This is an optimization exercise on Yosys and OpenROAD, whose aim is small area and a short achievable clock period, not a production implementation.
The RTL was checked by simulation tests, not by an equivalence proof against the original design.
Power and IR drop assume default switching activity.

## rev 12
Design TopModule, start of the top module:
module TopModule( input logic clk, input logic reset,
                  input logic prevMem, nextMem, executeSwitch, executeMem,
                  input logic [15:0] switchInstruction, output logic [15:0] memInst,
                  output logic [7:0] dispData, output logic [3:0] dispAddr,
                  output logic [4:0] pc, output logic halted);
    logic [4:0]  pcr;
    logic [3:0]  ac;
    logic [7:0]  rf [15:0];
    logic [7:0]  dm [15:0];
    logic [15:0] mi;
    logic [7:0]  dd;
    logic        hlt, rf_we, dm_we, is_add, is_br, sfb, sfc, t4;
    logic [3:0]  wa;
    logic [7:0]  opb, opc;
    localparam logic [159:0] ROMW = {16'h0FFF, 16'hA500, 16'h4224, 16'h4FF0, 16'hA921,
                                     16'h3401, 16'h3F00, 16'h3200, 16'h2011, 16'h2000};
    function automatic logic [15:0] romf(input logic [4:0] a);
        logic [9:0] wl;
        logic       stp;
        stp = a[4] || (a[3] && (a[2] || a[1]));
        for (int k = 0; k < 10; k++) wl[k] = (a[3:0] == k) && !a[4];
        for (int j = 0; j < 16; j++) begin
            romf[j] = stp && ((16'hE000 >> j) & 1);
            for (int k = 0; k < 10; k++) romf[j] = romf[j] || (wl[k] && ROMW[k*16+j]);
        end
    endfunction
    wire [7:0] p = opb ^ opc;
    wire g0 = p[0] ? 1'b0 : opb[0];
    logic [7:0] g1, p1, g2, p2, g3;
    always_comb begin
        for (int i = 0; i < 8; i++) begin
            if (i >= 2)       begin g1[i] = p[i] ? opb[i-1] : opb[i]; p1[i] = p[i] & p[i-1]; end
            else if (i == 1)  begin g1[i] = p[i] ? g0       : opb[i]; p1[i] = 1'b0; end
            else              begin g1[i] = g0;                       p1[i] = 1'b0; end
        end
        for (int i = 0; i < 8; i++) begin
            if (i >= 2) begin g2[i] = p1[i] ? g1[i-2] : g1[i]; p2[i] = p1[i] & p1[i-2]; end
            else        begin g2[i] = g1[i];                   p2[i] = 1'b0; end
        end
        for (int i = 0; i < 8; i++) begin
            if (i >= 4) g3[i] = p2[i] ? g2[i-4] : g2[i];
            else        g3[i] = g2[i];
        end
    end
    wire [7:0] sum = p ^ {g3[6:0], 1'b0};
    wire taken = is_br && (p == 8'b0);
    wire [7:0] rf_wdata = is_add ? sum : opc;
    wire [7:0] dm_wdata = opc;
    logic [15:0] dwa, rf_en, dm_en;
    always_comb
        for (int i = 0; i < 16; i++) begin
            dwa[i]   = (wa == i);
  ...
For scale: about 320 flip-flops, about 56 I/O pins.
clock: 5.0 ns
lec_check: 0
abc_area: 1
cap_margin: 20
core_margin: 2
core_utilization: 40
place_density: 0.75
setup_slack_margin: 3.0
slew_margin: 20
run.sh (not shown) runs the stock make flow with config.mk's settings and CLKGATE_MAP_FILE= SYNTH_SCRIPT=/design/flow/synth_recipe.tcl, a recipe that flattens the netlist after the stock synthesis.
The inputs of rev 13 differ from those of rev 12 as listed below.
Settings: a deleted PLACE_DENSITY that had been 0.75; a change of SETUP_SLACK_MARGIN from 3.0 to 2.6.
Findings:
Against rev 12, rev 13 reports a layout overhead on the synthesized area that is lower. Compare rev 12 and rev 13 | met1 demand-to-capacity share in global routing lower: rev 12. Lower internal power goes to rev 13 over rev 12.

TopModule, a different RTL version from the one above (not shown whole).
Size: ~56 I/O pins, roughly 19000 sq um of cells after synthesis.
clock: 5.0 ns
lec_check: 0
abc_area: 1
cap_margin: 20
core_margin: 2
core_utilization: 40
setup_slack_margin: 2.6
slew_margin: 20
The baseline ran to the end with no violations.
Next try:
Settings changed: CORE_UTILIZATION 40 to 55.
Result: The new run completed without violations. Wire length drops by about 2.5%. Setup slack gets worse by 69 ps. Die area is lower by about 27%. Hold slack stays flat. Design area is about the same. Power fell by 4.1%. Non-clock buffer count came out higher by 29. Global-route usage came out higher by 12 points. Sequential power is about the same. Critical path depth drops by 10.
Next try:
Settings changed: CORE_UTILIZATION 55 to 40, SETUP_SLACK_MARGIN 2.6 to 2.4.
Result: The new run passed the timing, design-rule and antenna checks. Die area rose by 37%. Cell count went up by about 3%. Fmax is lower by about 3.7%. Clock skew barely changes. Register-to-register slack gets worse by 40 ps. Power rose by about 1%. Utilization went down by 20 points. Synthesized area is unchanged. First-iteration DRC count fell by 36%. Sequential power hardly moves. Routed wire length rises by 4.1%.
Next try:
Settings changed: PLACE_DENSITY set to 0.75, SETUP_SLACK_MARGIN 2.4 to 2.6.
Outcome: Routed wire length is lower by 13%. Total power is lower by 3.5%. Hold slack barely changes. Die area is unchanged. Design area hardly moves. Sequential share of layout area barely changes. Area after synthesis does not change. Via count hardly moves. Worst setup slack gets better by 130 ps. Clock skew hardly moves.

port drivers added, routing unchanged:
Ports are ideal in the flow. The routed layouts listed here were re-timed in OpenROAD. Step 1 sets driving cells, clkbuf_16 on the clock port and buf_2 on the other inputs (assumed; they add their load-dependent delay and slew). Step 2 moves the port delays by t, midway between the first and last clock arrival at a register: inputs arrive t later, outputs are due t later. That takes back most of the time a late clock gives input paths. Three values: no drivers, after step 1, after step 2; two values: the first two.
| run | t, ns | setup slack, ns | worst setup path after step 2 |
|---|---|---|---|
| rev 12 | 0.639 | 2.742 / 2.681 / 2.243 | input to register |
| rev 13 | 0.641 | 2.611 / 2.596 / 2.009 | input to register |
| the first run of note 2 | 0.615 | 2.571 / 2.577 / 1.995 | input to register |
| the second run of note 2 | 0.621 | 2.502 / 2.502 / 1.911 | input to register |
| the third run of note 2 | 0.621 | 2.407 / 2.354 / 1.824 | input to register |
| the fourth run of note 2 | 0.587 | 2.538 / 2.538 / 2.018 | input to register |
After both steps every run listed still meets setup and hold. The setup slack of rev 13, which loses most, moves by -0.015 ns with the drivers and by -0.602 ns with both steps.
